Background: an optimization exercise with open tools, aiming at small area. Do not read the settings as production practice.
Only simulation tests tie the RTL to the original design; equivalence was not proved.
The clock input has no modelled driver; a real chip could not lean on it and would need a root buffer or a full tree.
Power is estimated from default activity; no workload was simulated.

==> willow: inputs <==
==> flow/design.v <==
module pfd (
	output logic first_second, timeout, ready,
	output logic [16-1:0] diff_1, diff_2, f_out,
	input f_1, f_2,
	input Clock, nReset
);
logic [16-1:0] counter_1, counter_2, f_count;
logic [1:0] state, state2;
logic [16:0] timeout_counter;
always_ff @(posedge Clock, negedge nReset)
	if(~nReset)
	begin
		first_second <= 0;
		counter_1 <= 0;
		counter_2 <= 0;
		f_out <= 0;
		f_count <= 0;
		ready <= 0;
		diff_1 <= 0;
		diff_2 <= 0;
		state <= 0;
		state2 <= 0;
		timeout_counter <= 0;
	end
	else
	begin
		case(state2)
		0: if(f_1)
			begin
			f_count <= 0;
			state2 <= 1;
			end
		1: if(f_1 == 0) begin
			f_out <= f_count;
			state2 <= 0;
			end
			else
			if(f_count < 2**16-2)
				f_count <= f_count + 1;
		default: state2 <= 0;
		endcase
		case(state)
		0: begin
			if(f_1 ^ f_2)
				begin
				if(f_1)
					first_second <= 0;
				else
					first_second <= 1;
				ready <= 0;
				state <= 1;
				counter_1 <= 0;
				counter_2 <= 0;
				timeout_counter <= 0;
				end
			end
		1: begin
			timeout_counter <= timeout_counter + 1;
			if(f_1 & ~f_2)
				if(counter_1 < 2**16-2)
					counter_1 <= counter_1 + 1;
			if(f_2 & ~f_1)
				if(counter_2 < 2**16-2)
					counter_2 <= counter_2 + 1;
			if(f_1 == 0 & f_2 == 0)
				begin
				diff_1 <= counter_1;
				diff_2 <= counter_2;
				ready <= 1;
				state <= 0;
				end
			if(timeout_counter >= (2**16-2))
				state <= 2;
			end
		2: begin
			if(f_1 == 0 & f_2 == 0)
				begin
				diff_1 <= counter_1;
				diff_2 <= counter_2;
				ready <= 0;
				state <= 0;
				end
			end
		default: state <= 0;
		endcase
	end
assign timeout = (state == 2);
endmodule
module freq_gen(
	output logic f_out,
	input first_second, timeout, ready,
	input [16-1:0] diff_1, diff_2, f_in,
	input Clock, nReset
	);
logic [1:0] state;
logic skip;
logic [16:0] counter, difference;
always_ff @(posedge Clock, negedge nReset)
	if(~nReset)
	begin
		counter <= 0;
		difference <= 0;
		skip <= 0;
		state <= 0;
	end
	else
	begin
		if(timeout) begin
			difference <= 0;
			counter <= 0;
		end
		if(ready)
			skip <= !skip;
		if(ready) begin
			if(diff_1 + diff_2 > 0)
				if(skip)
					if(first_second)
						difference <= diff_1+1;
					else
						difference <= -diff_1-1;
				else
					if(first_second)
						difference <= diff_1;
					else
						difference <= -diff_1;
			else
				difference <= 0;
			end
		case(state)
		0: begin
				if(counter >= f_in)
					begin
					counter <= 0;
					state <= 1;
					end
				else
					counter <= counter + 1;
			end
		1: begin
				if(counter >= f_in + difference)
					begin
					counter <= 0;
					state <= 0;
					end
				else
					counter <= counter + 1;
			end
		default: state <= 0;
		endcase
	end
always_comb
begin
f_out = (state == 0);
end
endmodule
module pll_d(
	output logic freq_synced,
	input freq_in,
	input Clock, nReset
	);
wire first_second, timeout, ready;
wire [16-1:0] diff_1, diff_2, f_out;
pfd p0(
	.first_second, .timeout, .ready,
	.diff_1, .diff_2, .f_out,
	.f_1(freq_in), .f_2(freq_synced),
	.Clock, .nReset
);
freq_gen f0(.f_out(freq_synced),
	.first_second, .timeout, .ready,
	.diff_1, .diff_2, .f_in(f_out),
	.Clock, .nReset
	);
endmodule
==> flow/run.sh <==
#!/bin/bash
# synth_recipe.tcl (not shown) runs the flow's synth.tcl, then flattens the netlist and writes it again
# the make line also repeats each setting of config.mk as NAME=value (left out here)
make -C /OpenROAD-flow-scripts/flow DESIGN_CONFIG=/design/flow/config.mk WORK_HOME=/design/flow/orfs CLKGATE_MAP_FILE= SYNTH_SCRIPT=/design/flow/synth_recipe.tcl finish
==> flow/config.mk <==
export PLATFORM = sky130hd
export DESIGN_NAME = pll_d
export DESIGN_NICKNAME = pll_d
export VERILOG_FILES = /design/flow/design.v
export SDC_FILE = /design/flow/constraint.sdc
export NUM_CORES = 4
export LEC_CHECK = 0
export CAP_MARGIN = 20
export CORE_MARGIN = 2
export CORE_UTILIZATION = 40
export SLEW_MARGIN = 20
==> flow/constraint.sdc <==
create_clock -name core_clock -period 6.0 [get_ports {Clock}]
set_input_delay 1.2000 -clock core_clock [delete_from_list [all_inputs] [get_ports {Clock}]]
set_output_delay 1.2000 -clock core_clock [all_outputs]
set_load 0.01 [all_outputs]
==> pepper (differences from willow) <==
==> flow/design.v (replaced) <==
module pfd (
	output logic first_second, timeout, ready, nz, measuring,
	output logic [16-1:0] counter_1, f_out, f_out_next,
	input f_1, f_2,
	input Clock, nReset
);
logic [16-1:0] f_count, tc;
logic state2, st1, st2;
wire both_low = ~f_1 & ~f_2;
wire entry    = ~st1 & ~st2 & (f_1 ^ f_2);
wire hit      = (tc == 16'h0001);
assign f_out_next = (state2 & ~f_1) ? f_count : f_out;
logic [16-1:0] f_count_inc, counter_1_inc;
always_comb
begin
	logic a, b, ea, eb;
	ea = ~&f_count[16-1:1];
	eb = f_1 & ~f_2 & ~st2;
	a = 1;
	b = 1;
	for(int i = 0; i < 16; i++)
	begin
		f_count_inc[i] = f_count[i] ^ (ea & a);
		a = a & f_count[i];
		counter_1_inc[i] = counter_1[i] ^ (eb & b);
		b = b & counter_1[i];
	end
end
always_ff @(posedge Clock, negedge nReset)
	if(~nReset)
	begin
		state2 <= 0;
		f_out <= 0;
		st1 <= 0;
		st2 <= 0;
		ready <= 0;
	end
	else
	begin
		if(~state2)
		begin
			if(f_1)
				state2 <= 1;
		end
		else if(~f_1)
			state2 <= 0;
		f_out <= f_out_next;
		if(st1)
		begin
			st1 <= ~hit & ~both_low;
			st2 <= hit;
			ready <= both_low;
		end
		else if(st2)
		begin
			if(both_low)
			begin
				st2 <= 0;
				ready <= 0;
			end
		end
		else if(f_1 ^ f_2)
		begin
			st1 <= 1;
			ready <= 0;
		end
	end
always_ff @(posedge Clock)
begin
	if(~state2)
		f_count <= 0;
	else
		f_count <= f_count_inc;
	if(entry)
	begin
		first_second <= f_2;
		counter_1 <= 0;
		nz <= 0;
	end
	else
	begin
		counter_1 <= counter_1_inc;
		if(st1 & (f_1 ^ f_2))
			nz <= 1;
	end
	if(st1)
		tc <= {~tc[0], tc[15], tc[14] ^ ~tc[0], tc[13] ^ ~tc[0], tc[12], tc[11] ^ ~tc[0], tc[10:1]};
	else
		tc <= 0;
end
assign timeout = st2;
assign measuring = st1;
endmodule
module freq_gen(
	output logic f_out,
	input first_second, timeout, ready, nz, measuring,
	input [16-1:0] diff_1, f_in, f_in_next,
	input Clock, nReset
	);
localparam LO = 8;
logic state, skip, dzero, fsd, c_lo;
logic [16-1:0] dcopy;
logic [16:0] counter;
wire use_d = state & ~dzero;
wire [16:0] x = {~fsd, dcopy} & {(16+1){use_d}};
wire cin = use_d & (skip ^ fsd);
wire [16-1:0] dcopy_next = measuring ? dcopy : diff_1 ^ {16{~first_second}};
wire fsd_next = measuring ? fsd : first_second;
wire skip_next = ready ? ~skip : skip;
logic c_lo_next;
always_comb
begin
	logic c;
	c = skip_next ^ fsd_next;
	for(int i = 0; i < LO; i++)
	begin
		logic b;
		b = dcopy_next[i];
		c = (f_in_next[i] & b) | (f_in_next[i] & c) | (b & c);
	end
	c_lo_next = c;
end
logic [16:0] threshold, counter_inc;
logic ge;
always_comb
begin
	logic c, g, gt, ge1, ci;
	c = cin;
	g = 1;
	for(int i = 0; i < LO; i++)
	begin
		threshold[i] = f_in[i] ^ x[i] ^ c;
		c = (f_in[i] & x[i]) | (c & (f_in[i] ^ x[i]));
		g = (counter[i] & ~threshold[i]) | (counter[i] & g) | (~threshold[i] & g);
	end
	c = use_d & c_lo;
	gt = 0;
	ge1 = 1;
	for(int i = LO; i <= 16; i++)
	begin
		logic a;
		a = (i < 16) ? f_in[i] : 1'b0;
		threshold[i] = a ^ x[i] ^ c;
		c = (a & x[i]) | (c & (a ^ x[i]));
		gt = (counter[i] & ~threshold[i]) | (counter[i] & gt) | (~threshold[i] & gt);
		ge1 = (counter[i] & ~threshold[i]) | (counter[i] & ge1) | (~threshold[i] & ge1);
	end
	ge = g ? ge1 : gt;
	ci = 1;
	for(int i = 0; i <= 16; i++)
	begin
		counter_inc[i] = counter[i] ^ ci;
		ci = ci & counter[i];
	end
end
always_ff @(posedge Clock, negedge nReset)
	if(~nReset)
	begin
		skip <= 0;
		dzero <= 1;
		state <= 0;
	end
	else
	begin
		skip <= skip_next;
		if(ready)
			dzero <= ~nz;
		else if(timeout)
			dzero <= 1;
		if(ge)
			state <= ~state;
	end
always_ff @(posedge Clock)
begin
	counter <= ge ? '0 : counter_inc;
	dcopy <= dcopy_next;
	fsd <= fsd_next;
	c_lo <= c_lo_next;
end
assign f_out = ~state;
endmodule
module pll_d(
	output logic freq_synced,
	input freq_in,
	input Clock, nReset
	);
wire first_second, timeout, ready, nz, measuring;
wire [16-1:0] counter_1, f_out, f_out_next;
pfd p0(
	.first_second, .timeout, .ready, .nz, .measuring,
	.counter_1, .f_out, .f_out_next,
	.f_1(freq_in), .f_2(freq_synced),
	.Clock, .nReset
);
freq_gen f0(.f_out(freq_synced),
	.first_second, .timeout, .ready, .nz, .measuring,
	.diff_1(counter_1), .f_in(f_out), .f_in_next(f_out_next),
	.Clock, .nReset
	);
endmodule
==> flow/flow/run.sh (new file) <==
#!/bin/bash
# The standard layout, with clock tree synthesis told not to add dummy loads
# (cells that only balance the clock tree's load and drive nothing).
set -euo pipefail
export CTS_ARGS="-sink_clustering_enable -repair_clock_nets -dont_use_dummy_load"
bash standard.sh > standard.log 2>&1
==> flow/standard.sh (new file) <==
#!/bin/bash
# synth_recipe.tcl (not shown) runs the flow's synth.tcl, then flattens the netlist and writes it again
# the make line also repeats each setting of config.mk as NAME=value (left out here)
make -C /OpenROAD-flow-scripts/flow DESIGN_CONFIG=/design/flow/config.mk WORK_HOME=/design/flow/orfs CLKGATE_MAP_FILE= SYNTH_SCRIPT=/design/flow/synth_recipe.tcl "${@:-finish}"
CORE_UTILIZATION = 80   (was 40)
PLACE_DENSITY = 0.9   (was not set)
removed: flow/run.sh
==> qor summary <==
item                                                                       willow                     pepper
Status                                           no timing/DRC/antenna violations  no timing/DRC/antenna violations
Routability congestion estimate from global placement                      0.8440                     0.9009
Power consumed by the clock network                                       1.07 mW                   0.345 mW
Placed standard-cell area                                               10370 um2                   5096 um2
Switching Share                                                            39.70%                     34.76%
Slew at the pin with the worst max-slew slack                             1002 ps                   877.2 ps
Number of standard-cell rows in the floorplan                                  58                         28
Root buffer selected by CTS                            sky130_fd_sc_hd__clkbuf_16  sky130_fd_sc_hd__clkbuf_8
Number of vias per cell                                                     5.532                      5.749
Non-clock buffer count in the final layout                                     13                          5
Initial Utilization                                                        40.33%                     83.83%
Core region area                                                        24960 um2                   5991 um2
Seq group                                                                 1.40 mW                    1.03 mW
Signal arrival time at the worst endpoint                                 4360 ps                    6000 ps
Total power per unit cell area                                       357.0 nW/um2               386.5 nW/um2

========
==> inputs of 02-20 <==
pll_d with an RTL version that a note above also has.
## pll_d
module pll_d(
	output logic freq_synced,
	input freq_in,
	input Clock, nReset
	);
==> module pfd, before the edit <==
module pfd (
	output logic first_second, timeout, ready, nz, measuring,
	output logic [16-1:0] counter_1, f_out, f_out_next,
	input f_1, f_2,
	input Clock, nReset
);
logic [16-1:0] f_count, tc;
logic state2, st1, st2;
wire both_low = ~f_1 & ~f_2;
wire entry    = ~st1 & ~st2 & (f_1 ^ f_2);
wire hit      = (tc == 16'h0001);
assign f_out_next = (state2 & ~f_1) ? f_count : f_out;
logic [16-1:0] f_count_inc, counter_1_inc;
always_comb
begin
	logic a, b, ea, eb;
	ea = ~&f_count[16-1:1];
	eb = f_1 & ~f_2 & ~st2;
	a = 1;
	b = 1;
	for(int i = 0; i < 16; i++)
	begin
		f_count_inc[i] = f_count[i] ^ (ea & a);
		a = a & f_count[i];
		counter_1_inc[i] = counter_1[i] ^ (eb & b);
		b = b & counter_1[i];
	end
end
always_ff @(posedge Clock, negedge nReset)
	if(~nReset)
	begin
		state2 <= 0;
		f_out <= 0;
		st1 <= 0;
		st2 <= 0;
		ready <= 0;
	end
	else
	begin
		if(~state2)
		begin
			if(f_1)
				state2 <= 1;
		end
		else if(~f_1)
			state2 <= 0;
		f_out <= f_out_next;
		if(st1)
		begin
			st1 <= ~hit & ~both_low;
			st2 <= hit;
			ready <= both_low;
		end
		else if(st2)
		begin
			if(both_low)
			begin
				st2 <= 0;
				ready <= 0;
			end
		end
		else if(f_1 ^ f_2)
		begin
			st1 <= 1;
			ready <= 0;
		end
	end
always_ff @(posedge Clock)
begin
	if(~state2)
		f_count <= 0;
	else
		f_count <= f_count_inc;
	if(entry)
	begin
		first_second <= f_2;
		counter_1 <= 0;
		nz <= 0;
	end
	else
	begin
		counter_1 <= counter_1_inc;
		if(st1 & (f_1 ^ f_2))
			nz <= 1;
	end
	if(st1)
		tc <= {~tc[0], tc[15], tc[14] ^ ~tc[0], tc[13] ^ ~tc[0], tc[12], tc[11] ^ ~tc[0], tc[10:1]};
	else
		tc <= 0;
end
assign timeout = st2;
assign measuring = st1;
endmodule
export LEC_CHECK = 0
export CAP_MARGIN = 20
export CORE_MARGIN = 2
export CORE_UTILIZATION = 70
export PLACE_DENSITY = 0.8
export SLEW_MARGIN = 20
create_clock -name core_clock -period 6.0 [get_ports {Clock}]
standard.sh (not shown) runs the stock make flow with config.mk's settings and CLKGATE_MAP_FILE= SYNTH_SCRIPT=/design/flow/synth_recipe.tcl, a recipe that flattens the netlist after the stock synthesis.
==> flow/flow/run.sh <==
#!/bin/bash
# The standard layout with two changes:
#  - after the standard synthesis, the combinational logic between its
#    flip-flops is mapped again by ABC for area (flow/reabc.tcl); every
#    flip-flop keeps its name and cell;
#  - clock tree synthesis adds no dummy loads (cells that only balance the
#    clock tree's load and drive nothing).
set -euo pipefail
export CTS_ARGS="-sink_clustering_enable -repair_clock_nets -dont_use_dummy_load"
RES=orfs/results/$FLOW_PLATFORM/pll_d/base
LIB=$FLOW_HOME/platforms/$FLOW_PLATFORM/lib/sky130_fd_sc_hd__tt_025C_1v80.lib
YOSYS=$(command -v yosys || echo "$FLOW_HOME/../tools/install/yosys/bin/yosys")

bash standard.sh synth > synth.log 2>&1
cp $RES/1_2_yosys.v standard_synth.v
python3 flow/mklib.py "$LIB" comb.lib > mklib.log 2>&1
LIB=$LIB RES=$RES COMBLIB=comb.lib TOP=$FLOW_TOP "$YOSYS" -c flow/reabc.tcl > reabc.log 2>&1
rm -f $RES/1_synth.odb $RES/1_synth.sdc
bash standard.sh > standard.log 2>&1
==> flow/flow/mklib.py <==
#!/usr/bin/env python3
"""Write a copy of a Liberty file that keeps only its single-purpose
combinational cells: no flip-flops, latches or clock gates, and no full or
half adders (those stay as the standard synthesis placed them).
usage: mklib.py IN.lib OUT.lib"""
import re
import sys

src, dst = sys.argv[1], sys.argv[2]
s = open(src).read()
first = s.index('cell (')
head = s[:s.rfind('\n', 0, first) + 1]
cells = []
pos = first
while True:
    j = s.find('cell (', pos)
    if j < 0:
        break
    j = s.rfind('\n', 0, j) + 1
    k = s.index('{', j)
    depth, m = 1, k + 1
    while depth:
        c = s[m]
        if c == '{':
            depth += 1
        elif c == '}':
            depth -= 1
        m += 1
    cells.append(s[j:m])
    pos = m


def keep(cell):
    name = re.search(r'cell \("([^"]+)"', cell).group(1)
    if re.search(r'\b(ff|latch|statetable|clock_gating_integrated_cell)\b', cell):
        return False
    if re.search(r'__(fa|ha)_\d', name):
        return False
    return True


with open(dst, 'w') as f:
    f.write(head)
    for c in cells:
        if keep(c):
            f.write(c + '\n')
    f.write('}\n')
==> flow/flow/reabc.tcl <==
# Re-map the combinational logic of the standard synthesis for area.
# Flip-flops (and the full/half adders) are left exactly as they are: only the
# logic between them is read as gates and mapped again by ABC.
yosys -import
set lib $::env(LIB)
set res $::env(RES)
read_verilog $res/1_2_yosys.v
read_liberty -lib $lib
read_liberty -overwrite -ignore_miss_func $::env(COMBLIB)
hierarchy -check -top $::env(TOP)
flatten
opt_clean
abc -liberty $lib -dont_use *lpflow* -dont_use *probe* -script "+strash;dc2;dch;amap;strash;dch;amap;"
opt_clean -purge
setundef -zero
hilomap -singleton -hicell sky130_fd_sc_hd__conb_1 HI -locell sky130_fd_sc_hd__conb_1 LO
splitnets
opt_clean -purge
insbuf -buf sky130_fd_sc_hd__buf_4 A X
yosys rename -enumerate -pattern reabc_%
read_liberty -lib -overwrite $lib
hierarchy -check -top $::env(TOP)
check -assert -mapped
stat -liberty $lib
write_verilog -noattr -nohex -nodec $res/1_2_yosys.v
==> 02-04: changes against 02-20 <==
--- a/flow/design.v
+++ b/flow/design.v
@@ -5,5 +5,7 @@
 	input Clock, nReset
 );
-logic [16-1:0] f_count, tc;
+logic [16-1:0] f_count, tc_q;
+localparam [16-1:0] TC_POL = 16'h5555;
+wire [16-1:0] tc = tc_q ^ TC_POL;
 logic state2, st1, st2;
 wire both_low = ~f_1 & ~f_2;
@@ -85,7 +87,7 @@
 	end
 	if(st1)
-		tc <= {~tc[0], tc[15], tc[14] ^ ~tc[0], tc[13] ^ ~tc[0], tc[12], tc[11] ^ ~tc[0], tc[10:1]};
-	else
-		tc <= 0;
+		tc_q <= {~tc[0], tc[15], tc[14] ^ ~tc[0], tc[13] ^ ~tc[0], tc[12], tc[11] ^ ~tc[0], tc[10:1]} ^ TC_POL;
+	else
+		tc_q <= TC_POL;
 end
 assign timeout = st2;
--- a/flow/flow/run.sh
+++ b/flow/flow/run.sh
@@ -1,11 +1,14 @@
 #!/bin/bash
-# The standard layout with two changes:
+# The standard layout with three changes:
 #  - after the standard synthesis, the combinational logic between its
 #    flip-flops is mapped again by ABC for area (flow/reabc.tcl); every
 #    flip-flop keeps its name and cell;
-#  - clock tree synthesis adds no dummy loads (cells that only balance the
-#    clock tree's load and drive nothing).
+#  - the clock tree is one level of four clkbuf_16 driven by the clock port,
+#    one per group of nearby flip-flops (flow/manual_cts.tcl), in place of
+#    TritonCTS;
+#  - the ports are buffered with buf_2 rather than a delay buffer.
 set -euo pipefail
-export CTS_ARGS="-sink_clustering_enable -repair_clock_nets -dont_use_dummy_load"
+export BUFFER_PORTS_ARGS="-buffer_cell sky130_fd_sc_hd__buf_2"
+export PRE_CTS_TCL=$PWD/flow/manual_cts.tcl
 RES=orfs/results/$FLOW_PLATFORM/pll_d/base
 LIB=$FLOW_HOME/platforms/$FLOW_PLATFORM/lib/sky130_fd_sc_hd__tt_025C_1v80.lib
==> flow/flow/manual_cts.tcl (new file) <==
# Sourced before clock tree synthesis (PRE_CTS_TCL).  Replaces TritonCTS with
# a one-level clock tree: the flip-flops are split by position into NLEAF
# groups, and each group gets its own clkbuf_16, driven straight from the
# clock port (which then feeds NLEAF <= 4 cell pins).
rename clock_tree_synthesis __tritoncts_unused
proc clock_tree_synthesis { args } {
  set nleaf 4
  set bufname sky130_fd_sc_hd__clkbuf_16
  set block [ord::get_db_block]
  set clknet [$block findNet Clock]
  set sinks {}
  foreach it [$clknet getITerms] {
    set bb [[$it getInst] getBBox]
    lappend sinks [list $it [expr {([$bb xMin] + [$bb xMax]) / 2}] \
                     [expr {([$bb yMin] + [$bb yMax]) / 2}]]
  }
  set n [llength $sinks]
  # k-means on the sink positions, seeded along x
  set sorted [lsort -real -index 1 $sinks]
  set cent {}
  for {set k 0} {$k < $nleaf} {incr k} {
    set e [lindex $sorted [expr {int(($k + 0.5) * $n / $nleaf)}]]
    lappend cent [list [lindex $e 1] [lindex $e 2]]
  }
  for {set iter 0} {$iter < 30} {incr iter} {
    set sx [lrepeat $nleaf 0.0]
    set sy [lrepeat $nleaf 0.0]
    set cnt [lrepeat $nleaf 0]
    set assign {}
    foreach s $sinks {
      set best 0
      set bd 1e30
      for {set k 0} {$k < $nleaf} {incr k} {
        set c [lindex $cent $k]
        set d [expr {abs([lindex $s 1] - [lindex $c 0]) + abs([lindex $s 2] - [lindex $c 1])}]
        if {$d < $bd} {
          set bd $d
          set best $k
        }
      }
      lappend assign $best
      lset sx $best [expr {[lindex $sx $best] + [lindex $s 1]}]
      lset sy $best [expr {[lindex $sy $best] + [lindex $s 2]}]
      lset cnt $best [expr {[lindex $cnt $best] + 1}]
    }
    set cent {}
    for {set k 0} {$k < $nleaf} {incr k} {
      set c [expr {max(1, [lindex $cnt $k])}]
      lappend cent [list [expr {[lindex $sx $k] / $c}] [expr {[lindex $sy $k] / $c}]]
    }
  }
  puts "manual clock tree: $nleaf x $bufname, group sizes $cnt"
  set master [[ord::get_db] findMaster $bufname]
  set nets {}
  for {set k 0} {$k < $nleaf} {incr k} {
    set inst [odb::dbInst_create $block $master clkbuf_leaf_$k]
    set net [odb::dbNet_create $block clknet_leaf_$k]
    $net setSigType CLOCK
    [$inst findITerm A] connect $clknet
    [$inst findITerm X] connect $net
    set c [lindex $cent $k]
    $inst setLocation [expr {int([lindex $c 0])}] [expr {int([lindex $c 1])}]
    $inst setPlacementStatus PLACED
    lappend nets $net
  }
  set i 0
  foreach s $sinks {
    set it [lindex $s 0]
    $it disconnect
    $it connect [lindex $nets [lindex $assign $i]]
    incr i
  }
  $clknet setSigType CLOCK
  set_propagated_clock [all_clocks]
}
--- a/flow/flow/mklib.py
+++ b/flow/flow/mklib.py
@@ -1,6 +1,6 @@
 #!/usr/bin/env python3
 """Write a copy of a Liberty file that keeps only its single-purpose
-combinational cells: no flip-flops, latches or clock gates, and no full or
-half adders (those stay as the standard synthesis placed them).
+combinational cells: no flip-flops, latches or clock gates, and no full
+adders (those stay as the standard synthesis placed them).
 usage: mklib.py IN.lib OUT.lib"""
 import re
@@ -35,5 +35,5 @@
     if re.search(r'\b(ff|latch|statetable|clock_gating_integrated_cell)\b', cell):
         return False
-    if re.search(r'__(fa|ha)_\d', name):
+    if re.search(r'__fa_\d', name):
         return False
     return True
--- a/flow/flow/reabc.tcl
+++ b/flow/flow/reabc.tcl
@@ -1,4 +1,4 @@
 # Re-map the combinational logic of the standard synthesis for area.
-# Flip-flops (and the full/half adders) are left exactly as they are: only the
+# Flip-flops (and the full adders) are left exactly as they are: only the
 # logic between them is read as gates and mapped again by ABC.
 yosys -import
--- a/flow/config.mk
+++ b/flow/config.mk
@@ -8,5 +8,5 @@
 export CAP_MARGIN = 20
 export CORE_MARGIN = 2
-export CORE_UTILIZATION = 70
-export PLACE_DENSITY = 0.8
+export CORE_UTILIZATION = 76
+export PLACE_DENSITY = 0.84
 export SLEW_MARGIN = 20
==> notes <==
Of 02-20 and 02-04, 02-20 has the higher maximum frequency (gap 1.2%, measured against 02-04). Of 02-20 and 02-04, 02-20 has the higher register-to-register slack (gap 0.07 ns). Of 02-20 and 02-04, 02-04 has the higher sequential share of layout area (gap 1.8 points). Against 02-20, the die area of 02-04 is smaller by 9.6%. Against 02-04, the worst setup slack of 02-20 is better by 0.068 ns. In 02-04 the area after synthesis is smaller than in 02-20, by about 2.4%.
==> figures <==
|  | 02-04 | 02-20 |
|---|---|---|
| Result of the run | no timing/DRC/antenna violations | no timing/DRC/antenna violations |
| Fraction of area in multi-input gates | 0.3985 | 0.4104 |
| Via count normalized by instance count | 6.073 | 5.813 |
| Multi-input gate area in the final layout | 1902 µm² | 2031 µm² |
| Worst setup path endpoint | f0.counter[2]$_SDFF_PP0_ | f0.counter[7]$_SDFF_PP0_ |
| Sequential share of power | 0.483 | 0.493 |
| Min Clock Period, post-route | 5.562 ns | 5.494 ns |
| Worst-case register-to-register setup slack | 0.44 ns | 0.51 ns |
| Leakage power | 1.714 nW | 1.926 nW |
| Mapped Area | 4511 µm² | 4621 µm² |
| WHS Path Cells | 1 | 2 |
| Clock distribution power | 0.000296 W | 0.000342 W |
| Sw Pwr | 0.0008201 W | 0.0007443 W |
The clock cells of 02-04 come from the design's own scripts or RTL, not from TritonCTS.

==> static timing again, ports no longer ideal <==
The flow's constraints put no driver on any port. The routed layouts listed below were extracted and timed again, unchanged, in two steps. Step 1 sets driving cells, clkbuf_16 on the clock port and buf_2 on the other inputs (assumed; they add their load-dependent delay and slew). Step 2 adds t to the input delays and takes it off the output delays; t is the mean of the earliest and latest rising clock arrival at the registers after step 1. Input paths then give back, and output paths get back, about the clock's delay inside the block. Slacks: no drivers / after step 1 / after step 2; pairs: no drivers / after step 1.
run | shift t [ns] | setup WS [ns] | worst hold slack (ns)
willow | 0.469 | 1.971 / 1.971 / 1.770 | 0.490 / 0.490 / 0.490
pepper | 0.379 | 0.226 / 0.226 / 0.226 | 0.424 / 0.424 / 0.424
02-20 | 0.376 | 0.506 / 0.506 / 0.506 | 0.421 / 0.421 / 0.421
02-04 | 0.241 | 0.438 / 0.438 / 0.438 | 0.397 / 0.397 / 0.397
After both steps setup and hold are still met in every run listed. For willow, which loses most, drivers alone change the setup slack by 0.000 ns; drivers and shift together by -0.201 ns.
